This is an optimization exercise on Yosys and OpenROAD, whose aim is small area, not a production implementation.
Only simulation tests tie the RTL to the original design; equivalence was not proved.

Setup of run 5:
## fft8_top
module fft8_top (
  input  logic         clk,
  input  logic [127:0] x_flat,
  input  logic [191:0] w_flat,
  output logic [127:0] y_flat
);
  logic [127:0] f0_x, f1_x, f2_x;    
  logic [63:0]  f0_a, f1_a, f2_a;    
  logic [127:0] b0_y, b1_y, b2_y;    
  logic [127:0] r1x, r3x, r5x;
  logic [63:0]  r1a, r3a, r5a;
  logic [127:0] r2, r4, r6;
  fft_stage_front #(1) sf0 (.x_N(x_flat), .w_N(w_flat[  0 +: 64]), .xs_N(f0_x), .a_N(f0_a));
  fft_stage_back  #(1) sb0 (.xs_N(r1x), .a_N(r1a), .y_N(b0_y));
  fft_stage_front #(2) sf1 (.x_N(r2),     .w_N(w_flat[ 64 +: 64]), .xs_N(f1_x), .a_N(f1_a));
  fft_stage_back  #(2) sb1 (.xs_N(r3x), .a_N(r3a), .y_N(b1_y));
  fft_stage_front #(3) sf2 (.x_N(r4),     .w_N(w_flat[128 +: 64]), .xs_N(f2_x), .a_N(f2_a));
  fft_stage_back  #(3) sb2 (.xs_N(r5x), .a_N(r5a), .y_N(b2_y));
  always_ff @(posedge clk) begin
    r1x <= f0_x;
    r1a <= f0_a;
    r2  <= b0_y;
    r3x <= f1_x;
    r3a <= f1_a;
    r4  <= b1_y;
    r5x <= f2_x;
    r5a <= f2_a;
    r6  <= b2_y;
  end
  assign y_flat = r6;
endmodule
For scale: about 10000 cells after synthesis, ~450 I/O pins, about 110000 µm² of cells after synthesis.
==> flow/config.mk <==
export PLATFORM = sky130hd
export DESIGN_NAME = fft8_top
export DESIGN_NICKNAME = fft8_top
export VERILOG_FILES = /design/flow/design.v
export SDC_FILE = /design/flow/constraint.sdc
export NUM_CORES = 4
export LEC_CHECK = 0
export ABC_AREA = 0
export CAP_MARGIN = 20
export CORE_MARGIN = 2
export CORE_UTILIZATION = 60
export PLACE_DENSITY = 0.7
export SLEW_MARGIN = 20
export SYNTH_HIERARCHICAL = 1
export SYNTH_MINIMUM_KEEP_SIZE = 0
==> flow/constraint.sdc <==
create_clock -name core_clock -period 10.0 [get_ports {clk}]
set_input_delay 2.0000 -clock core_clock [delete_from_list [all_inputs] [get_ports {clk}]]
set_output_delay 2.0000 -clock core_clock [all_outputs]
set_load 0.01 [all_outputs]
standard.sh (not shown) runs the stock make flow with config.mk's settings and CLKGATE_MAP_FILE= SYNTH_SCRIPT=/design/flow/synth_recipe.tcl, a recipe that flattens the netlist after the stock synthesis.
==> flow/flow/run.sh <==
#!/bin/bash
# Own layout flow: the standard flow (standard.sh, with its synthesis unchanged) with
# - the port buffers made of the smallest buffer cell (buf_1),
# - the standard timing-driven placement (it removes the buffers ABC inserted),
# - clock tree synthesis without dummy loads.
# If the routed layout still has an antenna violation, the layout (not the synthesis) is
# made again with a slightly different placement density.
# Each tool's output goes to a log file of its own in this folder.
set -uo pipefail
bash standard.sh synth > synth.log 2>&1 || exit 1
export BUFFER_PORTS_ARGS="-buffer_cell sky130_fd_sc_hd__buf_1"
export CTS_ARGS="-sink_clustering_enable -repair_clock_nets -dont_use_dummy_load -buf_list {sky130_fd_sc_hd__clkbuf_4 sky130_fd_sc_hd__clkbuf_8}"
RES=orfs/results/${FLOW_PLATFORM}/fft8_top/base
for addon in "" 0.12 0.2; do
  tag=${addon:-0}
  if [[ -n "$addon" ]]; then
    export PLACE_DENSITY_LB_ADDON=$addon
    # keep the synthesis, redo everything from the floorplan on
    find "$RES" -maxdepth 1 -type f ! -name '1_*' -delete
    rm -f out/final.def
  fi
  bash standard.sh finish > layout_$tag.log 2>&1 || continue
  printf 'read_db %s\nputs "ANTENNAS [check_antennas]"\n' "$RES/6_final.odb" > ant_$tag.tcl
  openroad -no_init -exit ant_$tag.tcl > antenna_$tag.log 2>&1
  if grep -q "^ANTENNAS 0$" antenna_$tag.log; then exit 0; fi
done
exit 0
Modified inputs, run 1 compared to run 5
==> flow/flow/run.sh <==
#!/bin/bash
# Own layout flow: the standard flow (standard.sh, with its synthesis unchanged), with
# the port buffers made of the smallest buffer cell (buf_1) and clock tree synthesis
# without dummy loads.  Each tool's output goes to a log file of its own in this folder.
set -euo pipefail
bash standard.sh synth > synth.log 2>&1
export BUFFER_PORTS_ARGS="-buffer_cell sky130_fd_sc_hd__buf_1"
export CTS_ARGS="-sink_clustering_enable -repair_clock_nets -dont_use_dummy_load -buf_list {sky130_fd_sc_hd__clkbuf_4 sky130_fd_sc_hd__clkbuf_8}"
bash standard.sh finish > layout.log 2>&1
## What came out
The lower via count of the first global-routing pass came out of run 5. Any difference in global-route usage between run 5 and run 1 is small enough to ignore. Arrival time of data at the critical path endpoint, run 5 and run 1: higher on run 1. Buffer count excluding the clock tree in the final layout (higher): run 1. In terms of final hold slack, run 5 and run 1 differ only marginally. On placed standard-cell area, run 5 and run 1 are basically level. There was hardly any difference in design area between run 1 and run 5. Of the two values seen for launch point of the critical path, x_flat[81] was produced by run 5 and x_flat[48] by run 1. On wire length of the first global-routing pass, run 5 and run 1 are basically level. Share of the clock period used by the worst path | run 1 above run 5. What the final checks of run 1 revealed, after a flow that finished every stage, was a layout that fails on antenna violations.

-- separate check: timing with driven ports --
The results above use ideal ports. As a check the final layouts listed here were re-extracted and re-timed, cells and wires unchanged. Step 1, drivers: a clkbuf_16 drives clk and a buf_2 each remaining input, both assumed. Step 2 also shifts input and output timing later by t, the mid clock arrival at the registers, as if the neighbouring blocks saw the same clock. Three values: ideal, step 1, step 2; two values: the first two.
run | shift t [ns] | setup WS [ns] | worst register clock-pin slew, ns
run 5 | 0.988 | 1.081 / 1.117 / 0.128 | 0.07 / 0.07
run 1 | 0.972 | 1.029 / 1.092 / 0.121 | 0.07 / 0.07
The setup slack of run 5, which loses most, moves by +0.036 ns with the drivers and by -0.953 ns with both steps.
